Context: an optimization exercise on an open-source flow, tuned for small area and a short achievable clock period. The choices shown serve that exercise and are no tape-out recipe. The RTL of this run was laid out without a check of its function. Power figures rest on the tool's default switching activity, not on a simulated workload.

### config.mk
export PLATFORM = sky130hd
export DESIGN_NAME = sigmoid9slices
export DESIGN_NICKNAME = sigmoid9slices
export VERILOG_FILES = /design/flow/design.v
export SDC_FILE = /design/flow/constraint.sdc
export NUM_CORES = 4
export LEC_CHECK = 0
export CAP_MARGIN = 20
export CORE_MARGIN = 2
export CORE_UTILIZATION = 40
export SLEW_MARGIN = 20
### constraint.sdc
create_clock -name core_clock -period 8.0 [get_ports {clk}]
set_input_delay 1.6000 -clock core_clock [delete_from_list [all_inputs] [get_ports {clk}]]
set_output_delay 1.6000 -clock core_clock [all_outputs]
set_load 0.01 [all_outputs]
### design.v
`timescale 1ns / 1ps
module sigmoid9slices (
    input wire clk,
    input wire rst_n,
    input wire signed [15:0] x0_in,
    input wire signed [15:0] x1_in,
    input wire valid_in,
    output reg signed [15:0] y0_out,
    output reg signed [15:0] y1_out,
    output reg valid_out
);
    reg v1, v2;
    always @(posedge clk or negedge rst_n)
        if (!rst_n) begin v1 <= 1'b0; v2 <= 1'b0; valid_out <= 1'b0; end
        else begin v1 <= valid_in; v2 <= v1; valid_out <= v2; end
    function [4:0] dec(input [15:0] x);
        reg signed [15:0] xs;
        begin
            xs = x;
            dec[0] = (xs >= -12288 && xs < -9557) || (xs >= 9557 && xs < 12288);
            dec[1] = (xs >= -9557 && xs < -6827) || (xs >= 6827 && xs < 9557);
            dec[2] = (xs >= -6827 && xs < -4096) || (xs >= 4096 && xs < 6827);
            dec[3] = (xs >= -4096 && xs < -1365) || (xs >= 1365 && xs < 4096);
            dec[4] = (xs >= -1365 && xs < 1365);
        end
    endfunction
    reg [15:0] a0, a1;
    reg [4:0] c0, c1;
    always @(posedge clk) begin
        a0 <= x0_in; a1 <= x1_in;
        c0 <= dec(x0_in); c1 <= dec(x1_in);
    end
    wire [10:0] xr0 = a0[10:0];
    wire [10:0] xn0 = ~a0[10:0];
    wire [4:0] xi0 = a0[15:11];
    reg [10:0] t0;
    always @* begin
        case (1'b1)
        c0[0]: case (a0[15:11])
            5'd4: t0 = 11'd2024;
            5'd5: t0 = 11'd2035;
            5'd26: t0 = 11'd2;
            default: t0 = 11'd13;
            endcase
        c0[1]: case (a0[15:11])
            5'd3: t0 = 11'd1965;
            5'd4: t0 = 11'd2004;
            5'd27: t0 = 11'd3;
            default: t0 = 11'd42;
            endcase
        c0[2]: case (a0[15:11])
            5'd2: t0 = 11'd1803;
            5'd3: t0 = 11'd1933;
            5'd28: t0 = 11'd2033;
            default: t0 = 11'd115;
            endcase
        c0[3]: case (a0[15:11])
            5'd0: t0 = 11'd1128;
            5'd1: t0 = 11'd1466;
            5'd30: t0 = 11'd244;
            default: t0 = 11'd582;
            endcase
        c0[4]: case (a0[15:11])
            5'd0: t0 = 11'd1006;
            default: t0 = 11'd512;
            endcase
        default: t0 = a0[15] ? 11'd5 : 11'd2043;
        endcase
    end
    wire r0_0_3 = (c0[0] & xr0[0]);
    wire r0_0_4 = (c0[0] & xr0[1]);
    wire r0_0_5 = (c0[0] & xr0[2]) | (c0[1] & xr0[0]);
    wire r0_0_6 = (c0[0] & xr0[3]) | (c0[1] & xr0[1]);
    wire r0_0_7 = (c0[0] & xr0[4]) | (c0[1] & xr0[2]) | (c0[2] & xr0[0]);
    wire r0_0_8 = (c0[0] & xr0[5]) | (c0[1] & xr0[3]) | (c0[2] & xr0[1]) | (c0[3] & xr0[0]);
    wire r0_0_9 = (c0[0] & xr0[6]) | (c0[1] & xr0[4]) | (c0[2] & xr0[2]) | (c0[3] & xr0[1]) | (c0[4] & xr0[0]);
    wire r0_0_10 = (c0[0] & xr0[7]) | (c0[1] & xr0[5]) | (c0[2] & xr0[3]) | (c0[3] & xr0[2]) | (c0[4] & xr0[1]);
    wire r0_0_11 = (c0[0] & xr0[8]) | (c0[1] & xr0[6]) | (c0[2] & xr0[4]) | (c0[3] & xr0[3]) | (c0[4] & xr0[2]);
    wire r0_0_12 = (c0[0] & xr0[9]) | (c0[1] & xr0[7]) | (c0[2] & xr0[5]) | (c0[3] & xr0[4]) | (c0[4] & xr0[3]);
    wire r0_0_13 = (c0[0] & xr0[10]) | (c0[1] & xr0[8]) | (c0[2] & xr0[6]) | (c0[3] & xr0[5]) | (c0[4] & xr0[4]);
    wire r0_0_14 = (c0[1] & xr0[9]) | (c0[2] & xr0[7]) | (c0[3] & xr0[6]) | (c0[4] & xr0[5]);
    wire r0_0_15 = (c0[1] & xr0[10]) | (c0[2] & xr0[8]) | (c0[3] & xr0[7]) | (c0[4] & xr0[6]);
    wire r0_0_16 = (c0[2] & xr0[9]) | (c0[3] & xr0[8]) | (c0[4] & xr0[7]);
    wire r0_0_17 = (c0[2] & xr0[10]) | (c0[3] & xr0[9]) | (c0[4] & xr0[8]);
    wire r0_0_18 = (c0[3] & xr0[10]) | (c0[4] & xr0[9]);
    wire r0_0_19 = (c0[4] & xr0[10]);
    wire r0_1_1 = (c0[0] & xr0[0]) | (c0[2] & xr0[0]) | (c0[3] & xr0[0]) | (c0[4] & xn0[0]);
    wire r0_1_2 = (c0[0] & xr0[1]) | (c0[2] & xr0[1]) | (c0[3] & xr0[1]) | (c0[4] & xn0[1]);
    wire r0_1_3 = (c0[0] & xr0[2]) | (c0[1] & xr0[0]) | (c0[2] & xr0[2]) | (c0[3] & xr0[2]) | (c0[4] & xn0[2]);
    wire r0_1_4 = (c0[0] & xr0[3]) | (c0[1] & xr0[1]) | (c0[2] & xr0[3]) | (c0[3] & xr0[3]) | (c0[4] & xn0[3]);
    wire r0_1_5 = (c0[0] & xr0[4]) | (c0[1] & xr0[2]) | (c0[2] & xr0[4]) | (c0[3] & xr0[4]) | (c0[4] & xn0[4]);
    wire r0_1_6 = (c0[0] & xr0[5]) | (c0[1] & xr0[3]) | (c0[2] & xr0[5]) | (c0[3] & xr0[5]) | (c0[4] & xn0[5]);
    wire r0_1_7 = (c0[0] & xr0[6]) | (c0[1] & xr0[4]) | (c0[2] & xr0[6]) | (c0[3] & xr0[6]) | (c0[4] & xn0[6]);
    wire r0_1_8 = (c0[0] & xr0[7]) | (c0[1] & xr0[5]) | (c0[2] & xr0[7]) | (c0[3] & xr0[7]) | (c0[4] & xn0[7]);
    wire r0_1_9 = (c0[0] & xr0[8]) | (c0[1] & xr0[6]) | (c0[2] & xr0[8]) | (c0[3] & xr0[8]) | (c0[4] & xn0[8]);
    wire r0_1_10 = (c0[0] & xr0[9]) | (c0[1] & xr0[7]) | (c0[2] & xr0[9]) | (c0[3] & xr0[9]) | (c0[4] & xn0[9]);
    wire r0_1_11 = (c0[0] & xr0[10]) | (c0[1] & xr0[8]) | (c0[2] & xr0[10]) | (c0[3] & xr0[10]) | (c0[4] & xn0[10]);
    wire r0_1_12 = (c0[1] & xr0[9]);
    wire r0_1_13 = (c0[1] & xr0[10]);
    wire r0_2_0 = (c0[0] & xr0[0]) | (c0[1] & xn0[0]);
    wire r0_2_1 = (c0[0] & xr0[1]) | (c0[1] & xn0[1]);
    wire r0_2_2 = (c0[0] & xr0[2]) | (c0[1] & xn0[2]);
    wire r0_2_3 = (c0[0] & xr0[3]) | (c0[1] & xn0[3]);
    wire r0_2_4 = (c0[0] & xr0[4]) | (c0[1] & xn0[4]) | (c0[4] & xn0[0]);
    wire r0_2_5 = (c0[0] & xr0[5]) | (c0[1] & xn0[5]) | (c0[4] & xn0[1]);
    wire r0_2_6 = (c0[0] & xr0[6]) | (c0[1] & xn0[6]) | (c0[3] & xr0[0]) | (c0[4] & xn0[2]);
    wire r0_2_7 = (c0[0] & xr0[7]) | (c0[1] & xn0[7]) | (c0[3] & xr0[1]) | (c0[4] & xn0[3]);
    wire r0_2_8 = (c0[0] & xr0[8]) | (c0[1] & xn0[8]) | (c0[3] & xr0[2]) | (c0[4] & xn0[4]);
    wire r0_2_9 = (c0[0] & xr0[9]) | (c0[1] & xn0[9]) | (c0[3] & xr0[3]) | (c0[4] & xn0[5]);
    wire r0_2_10 = (c0[0] & xr0[10]) | (c0[1] & xn0[10]) | (c0[3] & xr0[4]) | (c0[4] & xn0[6]);
    wire r0_2_11 = (c0[3] & xr0[5]) | (c0[4] & xn0[7]);
    wire r0_2_12 = (c0[3] & xr0[6]) | (c0[4] & xn0[8]);
    wire r0_2_13 = (c0[3] & xr0[7]) | (c0[4] & xn0[9]);
    wire r0_2_14 = (c0[3] & xr0[8]) | (c0[4] & xn0[10]);
    wire r0_2_15 = (c0[3] & xr0[9]);
    wire r0_2_16 = (c0[3] & xr0[10]);
    wire r0_3_4 = (c0[3] & xr0[0]);
    wire r0_3_5 = (c0[3] & xr0[1]);
    wire r0_3_6 = (c0[3] & xr0[2]);
    wire r0_3_7 = (c0[3] & xr0[3]);
    wire r0_3_8 = (c0[3] & xr0[4]);
    wire r0_3_9 = (c0[3] & xr0[5]);
    wire r0_3_10 = (c0[3] & xr0[6]);
    wire r0_3_11 = (c0[3] & xr0[7]);
    wire r0_3_12 = (c0[3] & xr0[8]);
    wire r0_3_13 = (c0[3] & xr0[9]);
    wire r0_3_14 = (c0[3] & xr0[10]);
    wire h0_1s = r0_0_4 ^ r0_1_4;
    wire h0_1c = r0_0_4 & r0_1_4;
    wire h0_2s = r0_0_5 ^ r0_1_5;
    wire h0_2c = r0_0_5 & r0_1_5;
    wire h0_3s = r0_0_6 ^ r0_1_6;
    wire h0_3c = r0_0_6 & r0_1_6;
    wire h0_4s = r0_0_7 ^ r0_1_7;
    wire h0_4c = r0_0_7 & r0_1_7;
    wire h0_5s = r0_0_8 ^ r0_1_8;
    wire h0_5c = r0_0_8 & r0_1_8;
    wire h0_6s = r0_0_9 ^ r0_1_9;
    wire h0_6c = r0_0_9 & r0_1_9;
    wire h0_7s = r0_0_10 ^ r0_1_10;
    wire h0_7c = r0_0_10 & r0_1_10;
    wire f0_8s = r0_0_11 ^ r0_1_11 ^ r0_2_11;
    wire f0_8c = (r0_0_11 & r0_1_11) | (r0_0_11 & r0_2_11) | (r0_1_11 & r0_2_11);
    wire f0_9s = r0_0_12 ^ r0_1_12 ^ r0_2_12;
    wire f0_9c = (r0_0_12 & r0_1_12) | (r0_0_12 & r0_2_12) | (r0_1_12 & r0_2_12);
    wire f0_10s = r0_0_13 ^ r0_1_13 ^ r0_2_13;
    wire f0_10c = (r0_0_13 & r0_1_13) | (r0_0_13 & r0_2_13) | (r0_1_13 & r0_2_13);
    wire h0_11s = r0_0_14 ^ r0_2_14;
    wire h0_11c = r0_0_14 & r0_2_14;
    wire h0_12s = r0_2_4 ^ r0_3_4;
    wire h0_12c = r0_2_4 & r0_3_4;
    wire f0_13s = r0_2_5 ^ r0_3_5 ^ h0_1c;
    wire f0_13c = (r0_2_5 & r0_3_5) | (r0_2_5 & h0_1c) | (r0_3_5 & h0_1c);
    wire f0_14s = r0_2_6 ^ r0_3_6 ^ h0_2c;
    wire f0_14c = (r0_2_6 & r0_3_6) | (r0_2_6 & h0_2c) | (r0_3_6 & h0_2c);
    wire f0_15s = r0_2_7 ^ r0_3_7 ^ h0_3c;
    wire f0_15c = (r0_2_7 & r0_3_7) | (r0_2_7 & h0_3c) | (r0_3_7 & h0_3c);
    wire f0_16s = r0_2_8 ^ r0_3_8 ^ h0_4c;
    wire f0_16c = (r0_2_8 & r0_3_8) | (r0_2_8 & h0_4c) | (r0_3_8 & h0_4c);
    wire f0_17s = r0_2_9 ^ r0_3_9 ^ h0_5c;
    wire f0_17c = (r0_2_9 & r0_3_9) | (r0_2_9 & h0_5c) | (r0_3_9 & h0_5c);
    wire f0_18s = r0_2_10 ^ r0_3_10 ^ h0_6c;
    wire f0_18c = (r0_2_10 & r0_3_10) | (r0_2_10 & h0_6c) | (r0_3_10 & h0_6c);
    wire f0_19s = r0_3_11 ^ t0[0] ^ h0_7c;
    wire f0_19c = (r0_3_11 & t0[0]) | (r0_3_11 & h0_7c) | (t0[0] & h0_7c);
    wire f0_20s = r0_3_12 ^ t0[1] ^ f0_8c;
    wire f0_20c = (r0_3_12 & t0[1]) | (r0_3_12 & f0_8c) | (t0[1] & f0_8c);
    wire f0_21s = r0_3_13 ^ t0[2] ^ f0_9c;
    wire f0_21c = (r0_3_13 & t0[2]) | (r0_3_13 & f0_9c) | (t0[2] & f0_9c);
    wire f0_22s = r0_3_14 ^ t0[3] ^ f0_10c;
    wire f0_22c = (r0_3_14 & t0[3]) | (r0_3_14 & f0_10c) | (t0[3] & f0_10c);
    wire f0_23s = r0_0_15 ^ r0_2_15 ^ t0[4];
    wire f0_23c = (r0_0_15 & r0_2_15) | (r0_0_15 & t0[4]) | (r0_2_15 & t0[4]);
    wire h0_24s = r0_0_16 ^ r0_2_16;
    wire h0_24c = r0_0_16 & r0_2_16;
    wire h0_25s = r0_1_1 ^ r0_2_1;
    wire h0_25c = r0_1_1 & r0_2_1;
    wire h0_26s = r0_1_2 ^ r0_2_2;
    wire h0_26c = r0_1_2 & r0_2_2;
    wire f0_27s = r0_0_3 ^ r0_1_3 ^ r0_2_3;
    wire f0_27c = (r0_0_3 & r0_1_3) | (r0_0_3 & r0_2_3) | (r0_1_3 & r0_2_3);
    wire f0_28s = c0[4] ^ h0_1s ^ h0_12s;
    wire f0_28c = (c0[4] & h0_1s) | (c0[4] & h0_12s) | (h0_1s & h0_12s);
    wire f0_29s = h0_2s ^ h0_12c ^ f0_13s;
    wire f0_29c = (h0_2s & h0_12c) | (h0_2s & f0_13s) | (h0_12c & f0_13s);
    wire f0_30s = h0_3s ^ f0_13c ^ f0_14s;
    wire f0_30c = (h0_3s & f0_13c) | (h0_3s & f0_14s) | (f0_13c & f0_14s);
    wire f0_31s = h0_4s ^ f0_14c ^ f0_15s;
    wire f0_31c = (h0_4s & f0_14c) | (h0_4s & f0_15s) | (f0_14c & f0_15s);
    wire f0_32s = h0_5s ^ f0_15c ^ f0_16s;
    wire f0_32c = (h0_5s & f0_15c) | (h0_5s & f0_16s) | (f0_15c & f0_16s);
    wire f0_33s = h0_6s ^ f0_16c ^ f0_17s;
    wire f0_33c = (h0_6s & f0_16c) | (h0_6s & f0_17s) | (f0_16c & f0_17s);
    wire f0_34s = h0_7s ^ f0_17c ^ f0_18s;
    wire f0_34c = (h0_7s & f0_17c) | (h0_7s & f0_18s) | (f0_17c & f0_18s);
    wire f0_35s = f0_8s ^ f0_18c ^ f0_19s;
    wire f0_35c = (f0_8s & f0_18c) | (f0_8s & f0_19s) | (f0_18c & f0_19s);
    wire f0_36s = f0_9s ^ f0_19c ^ f0_20s;
    wire f0_36c = (f0_9s & f0_19c) | (f0_9s & f0_20s) | (f0_19c & f0_20s);
    wire f0_37s = f0_10s ^ f0_20c ^ f0_21s;
    wire f0_37c = (f0_10s & f0_20c) | (f0_10s & f0_21s) | (f0_20c & f0_21s);
    wire f0_38s = h0_11s ^ f0_21c ^ f0_22s;
    wire f0_38c = (h0_11s & f0_21c) | (h0_11s & f0_22s) | (f0_21c & f0_22s);
    wire f0_39s = h0_11c ^ f0_22c ^ f0_23s;
    wire f0_39c = (h0_11c & f0_22c) | (h0_11c & f0_23s) | (f0_22c & f0_23s);
    wire f0_40s = t0[5] ^ f0_23c ^ h0_24s;
    wire f0_40c = (t0[5] & f0_23c) | (t0[5] & h0_24s) | (f0_23c & h0_24s);
    wire f0_41s = r0_0_17 ^ t0[6] ^ h0_24c;
    wire f0_41c = (r0_0_17 & t0[6]) | (r0_0_17 & h0_24c) | (t0[6] & h0_24c);
    wire h0_42s = r0_0_18 ^ t0[7];
    wire h0_42c = r0_0_18 & t0[7];
    wire h0_43s = r0_0_19 ^ t0[8];
    wire h0_43c = r0_0_19 & t0[8];
    wire [21:0] sa0 = {t0[10] , t0[9] , h0_42c , f0_41c , f0_40c , f0_39c , f0_38c , f0_37c , f0_36c , f0_35c , f0_34c , f0_33c , f0_32c , f0_31c , f0_30c , f0_29c , f0_28c , f0_27c , h0_26c , h0_25c , c0[4] , r0_2_0};
    wire [21:0] sb0 = {1'b0 , h0_43c , h0_43s , h0_42s , f0_41s , f0_40s , f0_39s , f0_38s , f0_37s , f0_36s , f0_35s , f0_34s , f0_33s , f0_32s , f0_31s , f0_30s , f0_29s , f0_28s , f0_27s , h0_26s , h0_25s , c0[1]};
    wire [21:0] sum0 = sa0 + sb0;
    reg [10:0] b0;
    always @(posedge clk) b0 <= sum0[21:11];
    always @(posedge clk) y0_out <= {5'b0, b0};
    wire [10:0] xr1 = a1[10:0];
    wire [10:0] xn1 = ~a1[10:0];
    wire [4:0] xi1 = a1[15:11];
    reg [10:0] t1;
    always @* begin
        case (1'b1)
        c1[0]: case (a1[15:11])
            5'd4: t1 = 11'd2024;
            5'd5: t1 = 11'd2035;
            5'd26: t1 = 11'd2;
            default: t1 = 11'd13;
            endcase
        c1[1]: case (a1[15:11])
            5'd3: t1 = 11'd1965;
            5'd4: t1 = 11'd2004;
            5'd27: t1 = 11'd3;
            default: t1 = 11'd42;
            endcase
        c1[2]: case (a1[15:11])
            5'd2: t1 = 11'd1803;
            5'd3: t1 = 11'd1933;
            5'd28: t1 = 11'd2033;
            default: t1 = 11'd115;
            endcase
        c1[3]: case (a1[15:11])
            5'd0: t1 = 11'd1128;
            5'd1: t1 = 11'd1466;
            5'd30: t1 = 11'd244;
            default: t1 = 11'd582;
            endcase
        c1[4]: case (a1[15:11])
            5'd0: t1 = 11'd1006;
            default: t1 = 11'd512;
            endcase
        default: t1 = a1[15] ? 11'd5 : 11'd2043;
        endcase
    end
    wire r1_0_3 = (c1[0] & xr1[0]);
    wire r1_0_4 = (c1[0] & xr1[1]);
    wire r1_0_5 = (c1[0] & xr1[2]) | (c1[1] & xr1[0]);
    wire r1_0_6 = (c1[0] & xr1[3]) | (c1[1] & xr1[1]);
    wire r1_0_7 = (c1[0] & xr1[4]) | (c1[1] & xr1[2]) | (c1[2] & xr1[0]);
    wire r1_0_8 = (c1[0] & xr1[5]) | (c1[1] & xr1[3]) | (c1[2] & xr1[1]) | (c1[3] & xr1[0]);
    wire r1_0_9 = (c1[0] & xr1[6]) | (c1[1] & xr1[4]) | (c1[2] & xr1[2]) | (c1[3] & xr1[1]) | (c1[4] & xr1[0]);
    wire r1_0_10 = (c1[0] & xr1[7]) | (c1[1] & xr1[5]) | (c1[2] & xr1[3]) | (c1[3] & xr1[2]) | (c1[4] & xr1[1]);
    wire r1_0_11 = (c1[0] & xr1[8]) | (c1[1] & xr1[6]) | (c1[2] & xr1[4]) | (c1[3] & xr1[3]) | (c1[4] & xr1[2]);
    wire r1_0_12 = (c1[0] & xr1[9]) | (c1[1] & xr1[7]) | (c1[2] & xr1[5]) | (c1[3] & xr1[4]) | (c1[4] & xr1[3]);
    wire r1_0_13 = (c1[0] & xr1[10]) | (c1[1] & xr1[8]) | (c1[2] & xr1[6]) | (c1[3] & xr1[5]) | (c1[4] & xr1[4]);
    wire r1_0_14 = (c1[1] & xr1[9]) | (c1[2] & xr1[7]) | (c1[3] & xr1[6]) | (c1[4] & xr1[5]);
    wire r1_0_15 = (c1[1] & xr1[10]) | (c1[2] & xr1[8]) | (c1[3] & xr1[7]) | (c1[4] & xr1[6]);
    wire r1_0_16 = (c1[2] & xr1[9]) | (c1[3] & xr1[8]) | (c1[4] & xr1[7]);
    wire r1_0_17 = (c1[2] & xr1[10]) | (c1[3] & xr1[9]) | (c1[4] & xr1[8]);
    wire r1_0_18 = (c1[3] & xr1[10]) | (c1[4] & xr1[9]);
    wire r1_0_19 = (c1[4] & xr1[10]);
    wire r1_1_1 = (c1[0] & xr1[0]) | (c1[2] & xr1[0]) | (c1[3] & xr1[0]) | (c1[4] & xn1[0]);
    wire r1_1_2 = (c1[0] & xr1[1]) | (c1[2] & xr1[1]) | (c1[3] & xr1[1]) | (c1[4] & xn1[1]);
    wire r1_1_3 = (c1[0] & xr1[2]) | (c1[1] & xr1[0]) | (c1[2] & xr1[2]) | (c1[3] & xr1[2]) | (c1[4] & xn1[2]);
    wire r1_1_4 = (c1[0] & xr1[3]) | (c1[1] & xr1[1]) | (c1[2] & xr1[3]) | (c1[3] & xr1[3]) | (c1[4] & xn1[3]);
    wire r1_1_5 = (c1[0] & xr1[4]) | (c1[1] & xr1[2]) | (c1[2] & xr1[4]) | (c1[3] & xr1[4]) | (c1[4] & xn1[4]);
    wire r1_1_6 = (c1[0] & xr1[5]) | (c1[1] & xr1[3]) | (c1[2] & xr1[5]) | (c1[3] & xr1[5]) | (c1[4] & xn1[5]);
    wire r1_1_7 = (c1[0] & xr1[6]) | (c1[1] & xr1[4]) | (c1[2] & xr1[6]) | (c1[3] & xr1[6]) | (c1[4] & xn1[6]);
    wire r1_1_8 = (c1[0] & xr1[7]) | (c1[1] & xr1[5]) | (c1[2] & xr1[7]) | (c1[3] & xr1[7]) | (c1[4] & xn1[7]);
    wire r1_1_9 = (c1[0] & xr1[8]) | (c1[1] & xr1[6]) | (c1[2] & xr1[8]) | (c1[3] & xr1[8]) | (c1[4] & xn1[8]);
    wire r1_1_10 = (c1[0] & xr1[9]) | (c1[1] & xr1[7]) | (c1[2] & xr1[9]) | (c1[3] & xr1[9]) | (c1[4] & xn1[9]);
    wire r1_1_11 = (c1[0] & xr1[10]) | (c1[1] & xr1[8]) | (c1[2] & xr1[10]) | (c1[3] & xr1[10]) | (c1[4] & xn1[10]);
    wire r1_1_12 = (c1[1] & xr1[9]);
    wire r1_1_13 = (c1[1] & xr1[10]);
    wire r1_2_0 = (c1[0] & xr1[0]) | (c1[1] & xn1[0]);
    wire r1_2_1 = (c1[0] & xr1[1]) | (c1[1] & xn1[1]);
    wire r1_2_2 = (c1[0] & xr1[2]) | (c1[1] & xn1[2]);
    wire r1_2_3 = (c1[0] & xr1[3]) | (c1[1] & xn1[3]);
    wire r1_2_4 = (c1[0] & xr1[4]) | (c1[1] & xn1[4]) | (c1[4] & xn1[0]);
    wire r1_2_5 = (c1[0] & xr1[5]) | (c1[1] & xn1[5]) | (c1[4] & xn1[1]);
    wire r1_2_6 = (c1[0] & xr1[6]) | (c1[1] & xn1[6]) | (c1[3] & xr1[0]) | (c1[4] & xn1[2]);
    wire r1_2_7 = (c1[0] & xr1[7]) | (c1[1] & xn1[7]) | (c1[3] & xr1[1]) | (c1[4] & xn1[3]);
    wire r1_2_8 = (c1[0] & xr1[8]) | (c1[1] & xn1[8]) | (c1[3] & xr1[2]) | (c1[4] & xn1[4]);
    wire r1_2_9 = (c1[0] & xr1[9]) | (c1[1] & xn1[9]) | (c1[3] & xr1[3]) | (c1[4] & xn1[5]);
    wire r1_2_10 = (c1[0] & xr1[10]) | (c1[1] & xn1[10]) | (c1[3] & xr1[4]) | (c1[4] & xn1[6]);
    wire r1_2_11 = (c1[3] & xr1[5]) | (c1[4] & xn1[7]);
    wire r1_2_12 = (c1[3] & xr1[6]) | (c1[4] & xn1[8]);
    wire r1_2_13 = (c1[3] & xr1[7]) | (c1[4] & xn1[9]);
    wire r1_2_14 = (c1[3] & xr1[8]) | (c1[4] & xn1[10]);
    wire r1_2_15 = (c1[3] & xr1[9]);
    wire r1_2_16 = (c1[3] & xr1[10]);
    wire r1_3_4 = (c1[3] & xr1[0]);
    wire r1_3_5 = (c1[3] & xr1[1]);
    wire r1_3_6 = (c1[3] & xr1[2]);
    wire r1_3_7 = (c1[3] & xr1[3]);
    wire r1_3_8 = (c1[3] & xr1[4]);
    wire r1_3_9 = (c1[3] & xr1[5]);
    wire r1_3_10 = (c1[3] & xr1[6]);
    wire r1_3_11 = (c1[3] & xr1[7]);
    wire r1_3_12 = (c1[3] & xr1[8]);
    wire r1_3_13 = (c1[3] & xr1[9]);
    wire r1_3_14 = (c1[3] & xr1[10]);
    wire h1_44s = r1_0_4 ^ r1_1_4;
    wire h1_44c = r1_0_4 & r1_1_4;
    wire h1_45s = r1_0_5 ^ r1_1_5;
    wire h1_45c = r1_0_5 & r1_1_5;
    wire h1_46s = r1_0_6 ^ r1_1_6;
    wire h1_46c = r1_0_6 & r1_1_6;
    wire h1_47s = r1_0_7 ^ r1_1_7;
    wire h1_47c = r1_0_7 & r1_1_7;
    wire h1_48s = r1_0_8 ^ r1_1_8;
    wire h1_48c = r1_0_8 & r1_1_8;
    wire h1_49s = r1_0_9 ^ r1_1_9;
    wire h1_49c = r1_0_9 & r1_1_9;
    wire h1_50s = r1_0_10 ^ r1_1_10;
    wire h1_50c = r1_0_10 & r1_1_10;
    wire f1_51s = r1_0_11 ^ r1_1_11 ^ r1_2_11;
    wire f1_51c = (r1_0_11 & r1_1_11) | (r1_0_11 & r1_2_11) | (r1_1_11 & r1_2_11);
    wire f1_52s = r1_0_12 ^ r1_1_12 ^ r1_2_12;
    wire f1_52c = (r1_0_12 & r1_1_12) | (r1_0_12 & r1_2_12) | (r1_1_12 & r1_2_12);
    wire f1_53s = r1_0_13 ^ r1_1_13 ^ r1_2_13;
    wire f1_53c = (r1_0_13 & r1_1_13) | (r1_0_13 & r1_2_13) | (r1_1_13 & r1_2_13);
    wire h1_54s = r1_0_14 ^ r1_2_14;
    wire h1_54c = r1_0_14 & r1_2_14;
    wire h1_55s = r1_2_4 ^ r1_3_4;
    wire h1_55c = r1_2_4 & r1_3_4;
    wire f1_56s = r1_2_5 ^ r1_3_5 ^ h1_44c;
    wire f1_56c = (r1_2_5 & r1_3_5) | (r1_2_5 & h1_44c) | (r1_3_5 & h1_44c);
    wire f1_57s = r1_2_6 ^ r1_3_6 ^ h1_45c;
    wire f1_57c = (r1_2_6 & r1_3_6) | (r1_2_6 & h1_45c) | (r1_3_6 & h1_45c);
    wire f1_58s = r1_2_7 ^ r1_3_7 ^ h1_46c;
    wire f1_58c = (r1_2_7 & r1_3_7) | (r1_2_7 & h1_46c) | (r1_3_7 & h1_46c);
    wire f1_59s = r1_2_8 ^ r1_3_8 ^ h1_47c;
    wire f1_59c = (r1_2_8 & r1_3_8) | (r1_2_8 & h1_47c) | (r1_3_8 & h1_47c);
    wire f1_60s = r1_2_9 ^ r1_3_9 ^ h1_48c;
    wire f1_60c = (r1_2_9 & r1_3_9) | (r1_2_9 & h1_48c) | (r1_3_9 & h1_48c);
    wire f1_61s = r1_2_10 ^ r1_3_10 ^ h1_49c;
    wire f1_61c = (r1_2_10 & r1_3_10) | (r1_2_10 & h1_49c) | (r1_3_10 & h1_49c);
    wire f1_62s = r1_3_11 ^ t1[0] ^ h1_50c;
    wire f1_62c = (r1_3_11 & t1[0]) | (r1_3_11 & h1_50c) | (t1[0] & h1_50c);
    wire f1_63s = r1_3_12 ^ t1[1] ^ f1_51c;
    wire f1_63c = (r1_3_12 & t1[1]) | (r1_3_12 & f1_51c) | (t1[1] & f1_51c);
    wire f1_64s = r1_3_13 ^ t1[2] ^ f1_52c;
    wire f1_64c = (r1_3_13 & t1[2]) | (r1_3_13 & f1_52c) | (t1[2] & f1_52c);
    wire f1_65s = r1_3_14 ^ t1[3] ^ f1_53c;
    wire f1_65c = (r1_3_14 & t1[3]) | (r1_3_14 & f1_53c) | (t1[3] & f1_53c);
    wire f1_66s = r1_0_15 ^ r1_2_15 ^ t1[4];
    wire f1_66c = (r1_0_15 & r1_2_15) | (r1_0_15 & t1[4]) | (r1_2_15 & t1[4]);
    wire h1_67s = r1_0_16 ^ r1_2_16;
    wire h1_67c = r1_0_16 & r1_2_16;
    wire h1_68s = r1_1_1 ^ r1_2_1;
    wire h1_68c = r1_1_1 & r1_2_1;
    wire h1_69s = r1_1_2 ^ r1_2_2;
    wire h1_69c = r1_1_2 & r1_2_2;
    wire f1_70s = r1_0_3 ^ r1_1_3 ^ r1_2_3;
    wire f1_70c = (r1_0_3 & r1_1_3) | (r1_0_3 & r1_2_3) | (r1_1_3 & r1_2_3);
    wire f1_71s = c1[4] ^ h1_44s ^ h1_55s;
    wire f1_71c = (c1[4] & h1_44s) | (c1[4] & h1_55s) | (h1_44s & h1_55s);
    wire f1_72s = h1_45s ^ h1_55c ^ f1_56s;
    wire f1_72c = (h1_45s & h1_55c) | (h1_45s & f1_56s) | (h1_55c & f1_56s);
    wire f1_73s = h1_46s ^ f1_56c ^ f1_57s;
    wire f1_73c = (h1_46s & f1_56c) | (h1_46s & f1_57s) | (f1_56c & f1_57s);
    wire f1_74s = h1_47s ^ f1_57c ^ f1_58s;
    wire f1_74c = (h1_47s & f1_57c) | (h1_47s & f1_58s) | (f1_57c & f1_58s);
    wire f1_75s = h1_48s ^ f1_58c ^ f1_59s;
    wire f1_75c = (h1_48s & f1_58c) | (h1_48s & f1_59s) | (f1_58c & f1_59s);
    wire f1_76s = h1_49s ^ f1_59c ^ f1_60s;
    wire f1_76c = (h1_49s & f1_59c) | (h1_49s & f1_60s) | (f1_59c & f1_60s);
    wire f1_77s = h1_50s ^ f1_60c ^ f1_61s;
    wire f1_77c = (h1_50s & f1_60c) | (h1_50s & f1_61s) | (f1_60c & f1_61s);
    wire f1_78s = f1_51s ^ f1_61c ^ f1_62s;
    wire f1_78c = (f1_51s & f1_61c) | (f1_51s & f1_62s) | (f1_61c & f1_62s);
    wire f1_79s = f1_52s ^ f1_62c ^ f1_63s;
    wire f1_79c = (f1_52s & f1_62c) | (f1_52s & f1_63s) | (f1_62c & f1_63s);
    wire f1_80s = f1_53s ^ f1_63c ^ f1_64s;
    wire f1_80c = (f1_53s & f1_63c) | (f1_53s & f1_64s) | (f1_63c & f1_64s);
    wire f1_81s = h1_54s ^ f1_64c ^ f1_65s;
    wire f1_81c = (h1_54s & f1_64c) | (h1_54s & f1_65s) | (f1_64c & f1_65s);
    wire f1_82s = h1_54c ^ f1_65c ^ f1_66s;
    wire f1_82c = (h1_54c & f1_65c) | (h1_54c & f1_66s) | (f1_65c & f1_66s);
    wire f1_83s = t1[5] ^ f1_66c ^ h1_67s;
    wire f1_83c = (t1[5] & f1_66c) | (t1[5] & h1_67s) | (f1_66c & h1_67s);
    wire f1_84s = r1_0_17 ^ t1[6] ^ h1_67c;
    wire f1_84c = (r1_0_17 & t1[6]) | (r1_0_17 & h1_67c) | (t1[6] & h1_67c);
    wire h1_85s = r1_0_18 ^ t1[7];
    wire h1_85c = r1_0_18 & t1[7];
    wire h1_86s = r1_0_19 ^ t1[8];
    wire h1_86c = r1_0_19 & t1[8];
    wire [21:0] sa1 = {t1[10] , t1[9] , h1_85c , f1_84c , f1_83c , f1_82c , f1_81c , f1_80c , f1_79c , f1_78c , f1_77c , f1_76c , f1_75c , f1_74c , f1_73c , f1_72c , f1_71c , f1_70c , h1_69c , h1_68c , c1[4] , r1_2_0};
    wire [21:0] sb1 = {1'b0 , h1_86c , h1_86s , h1_85s , f1_84s , f1_83s , f1_82s , f1_81s , f1_80s , f1_79s , f1_78s , f1_77s , f1_76s , f1_75s , f1_74s , f1_73s , f1_72s , f1_71s , f1_70s , h1_69s , h1_68s , c1[1]};
    wire [21:0] sum1 = sa1 + sb1;
    reg [10:0] b1;
    always @(posedge clk) b1 <= sum1[21:11];
    always @(posedge clk) y1_out <= {5'b0, b1};
endmodule
### run.sh
#!/bin/bash
# synth_recipe.tcl (not shown) runs the flow's synth.tcl, then flattens the netlist and writes it again
# the make line also repeats each setting of config.mk as NAME=value (left out here)
make -C /OpenROAD-flow-scripts/flow DESIGN_CONFIG=/design/flow/config.mk WORK_HOME=/design/flow/orfs CLKGATE_MAP_FILE= SYNTH_SCRIPT=/design/flow/synth_recipe.tcl finish
==> summary.txt <==
[registers in the layout, summed over array words and instances, names as in the netlist]
name and flops:
v2 1, c1 5, b1 11, v1 1, c0 5, a0 16, valid_out 1, y1_out 11
b0 11, a1 16, y0_out 11
[metal layers]
layer  up-vias  wire length [um]
li1       3371                 -
met1      3130              8990
met2       207              7930
met3        31               861
met4         0               363
met5         -                 0
[synth_stat cells (all sizes together), types with 5 or more instances]
| cell type | count |
|---|---|
| o31ai | 8 |
| o221ai | 5 |
| inv | 104 |
| buf | 22 |
| nand2 | 119 |
| o211ai | 6 |
| xor2 | 8 |
| nand2b | 21 |
| nor3 | 19 |
| o22ai | 7 |
| nor2 | 48 |
| nand4 | 14 |
| and2 | 16 |
| mux2i | 5 |
| a22oi | 18 |
| o2111ai | 8 |
| o21ai | 62 |
| a21o | 20 |
| dfxtp | 86 |
| xnor2 | 15 |
| a21oi | 62 |
| nand3b | 14 |
| clkbuf | 42 |
| fa | 58 |
| nor2b | 7 |
| a211oi | 12 |
| o21bai | 7 |
| nand3 | 31 |
| ha | 68 |
[how the worst max path moves through the flow]
stage	startpoint	to	cells past startpoint	slack (ns)
4_1_cts	c1[4]	b1[8]	14	3.11
2_1_floorplan	a1[14]	b1[8]	15	3.99
3_5_place_dp	c1[4]	b1[8]	14	3.13
3_3_place_gp	c1[4]	b1[8]	14	3.28
6_report	c1[4]	b1[8]	14	3.07
5_1_grt	c1[4]	b1[8]	14	2.78
[metrics by stage]
| stage | setup slack [ns] | cell area [um2] |
|---|---|---|
| finish | 3.07 | 8900 |
| global route | 2.78 | 8900 |
| CTS | 3.11 | 8890 |
| detailed placement | 3.13 | 8600 |
| global placement | 3.28 | 8600 |
| floorplan | 3.99 | 7990 |
[layout make-up]
type / instances / area [um2] / area share, %
timing repair buffer: 58 / 578 / 6.50
clock inverter: 7 / 68.8 / 0.774
tap: 265 / 332 / 3.73
clock buffer: 9 / 225 / 2.53
inverter: 104 / 390 / 4.39
sequential: 89 / 1800 / 20.2
multi-input combinational: 722 / 5500 / 61.9
[kinds of logic (layout without fill, tap and decap cells)]
group | after synthesis | in the layout | share of synthesized area, %
AO/OA/AOI/OAI | 250 | 250 | 21.0
XOR/XNOR | 23 | 23 | 2.53
adder cells (fa/ha/maj) | 126 | 126 | 25.3
buffers and inverters | 168 | 178 | 8.62
flip-flops | 89 | 89 | 22.6
multiplexers | 5 | 5 | 0.629
other | 1 | 10 | 0.0472
AND/OR/NAND/NOR | 308 | 308 | 19.2
[report_power, final]
part	switching (mW)	internal (mW)	leakage, nW	total [mW]
clock network	0.195	0.220	0.140	0.415
registers	0.0583	0.554	0.758	0.613
logic	0.364	0.318	3.34	0.682
==> impl_metrics.tcl <==
set metrics [dict create \
    postCtsHoldBufs 0 \
    grt_pass1_vias 6354 \
    rows 51 \
    maxCapViolations 0 \
    synth-edff-count 0 \
    routed_wl_mm 18.1 \
    layoutNonFillerInstCount 1254 \
    cts_tree "built" \
    busiest_layer "met2" \
    finalCritPeriodShare_pct 61.6 \
    ir_drop_v 0.000109 \
    ys.warnings.count 1 \
    hold_ws_ns 0.328 \
    min-delay-path-class "register to register" \
    syn-mean-instance-area_um2 8.20 \
    fin_crit_ns 4.93 \
    min_from "b1[10]" \
    clk_pin_slew_ns 0.07 \
    die_x_um 145 \
    fin_nets 1145 \
    final_common_cell "nand2_1" \
    drtIter0Drc 633 \
    final_core_util_pct 45.7 \
    synth_top_cell_by_area "dfxtp_1" \
    fillers 1909 \
    crit_family "compound AO/OA/AOI/OAI gates" \
    syn2layout_area_growth_pct 11.9 \
    grt_pass1_wl_mm 30.9 \
    diodes 0 \
    postRouteAntennaNets 0 \
    htreeDepth 3 \
    worstSkewPairLatency_ns 0.36 \
    synthArstFlopShare_pct 3.37 \
    yosysTopAreaCellShare_pct 21.6 \
    synth_ff_type "dfxtp_1" \
    slowest_stage "dfxtp_1" \
    io_pins 68 \
    end_kind "register" \
    status "no timing/DRC/antenna violations" \
    cp.arrival_ns 5.21 \
    dieArea_mm2 0.0210 \
    met1_usage_pct 25.1 \
    vias 6739 \
    post_cts_buffers 0 \
    finalSetupViolCount 0 \
    final_cell_mix "nand2_1 (119), inv_1 (103), dfxtp_1 (85)" \
    p_leak_nw 4.24 \
    synth_area_mm2 0.00795 \
    synthCells 970 \
    crit_fanout 26 \
    die_h_um 145 \
    worstMarginPinSlew_ns 1.05 \
    hold_path_end "y1_out[10]" \
    synthDistinctLibCells 74 \
    power_density_mw_per_mm2 192 \
    crit_buf_inv 1 \
    first_pass_iters 5 \
    grt_max_degree 32 \
    grt_use_met3_pct 2.96 \
    max-clock-path-buffers 2 \
    vias_per_cell 5.37 \
    reg2regPathDepth 14 \
    port_buffers 57 \
    start_util_pct 40.9 \
    seq_area_frac_synth_pct 22.6 \
    place_hpwl_mm 14.1 \
    r2r_end "b1[8]" \
    fin_skew_ns 0.00993 \
    cts_buffers 9 \
    cts-root-buf "clkbuf_16" \
    crit_path_start_kind "register" \
    gr-total-overflow 0 \
    slew_violations 0 \
    crit_chain "inv_1 -> nor3b_2 -> nor3_2 -> o31a_1 -> o31ai_1 -> fa_1 -> fa_1 -> ha_1 -> a21oi_1 -> nand2_1 -> a211oi_1 -> nand2_1 -> o21ai_0 -> xnor2_1" \
    power_mw 1.71 \
    clkSinkCount 89 \
    gp_congestion 0.899 \
    antenna_found_initial 0 \
    synth_seq_cells 89 \
    drc 0 \
    drive_above_1_share_pct 4.04 \
    holdPathStages 0 \
    coreArea_mm2 0.0195 \
    synth.area.top_cells "dfxtp_1 (22%), fa_1 (15%), ha_1 (11%)" \
    dp.cells 1238 \
    regToRegSetupSlack_ns 3.07 \
    relSlewSlack_pct 29.8 \
    rsz0062_at_grt "false" \
    rr_startpoint "c1[4]" \
    track_usage_pct 17.6 \
    critPathKind "register to register" \
    crit_required_ns 8.29 \
    max_stage_delay_ns 0.96 \
    tns_ns 0 \
    fmax_mhz 203 \
    gr-usage-met2_pct 26.8 \
    hold_viol_final 0 \
    wl_per_cell_um 14.5 \
    cts-resized-gates 0 \
]

[static timing again, ports no longer ideal]
Ports are ideal in the flow. The routed layout listed here was re-timed in OpenROAD. Step 1 (the two cells are an assumption about what drives the block):
set clk [get_ports {clk}]
set_driving_cell -lib_cell sky130_fd_sc_hd__clkbuf_16 $clk
set_driving_cell -lib_cell sky130_fd_sc_hd__buf_2 [delete_from_list [all_inputs] $clk]
Step 2 moves the port delays by t, midway between the first and last clock arrival at a register: inputs arrive t later, outputs are due t later. That takes back most of the time a late clock gives input paths. Slacks: no drivers / after step 1 / after step 2; pairs: no drivers / after step 1.
t, ns: 0.395
setup slack, ns: 3.074 / 3.074 / 3.074
hold slack, ns: 0.328 / 0.328 / 0.328
slew at the worst register clock pin (ns): 0.07 / 0.07
After both steps this run still meets setup and hold. The setup slack of this run moves by 0.000 ns with the drivers and by 0.000 ns with both steps.
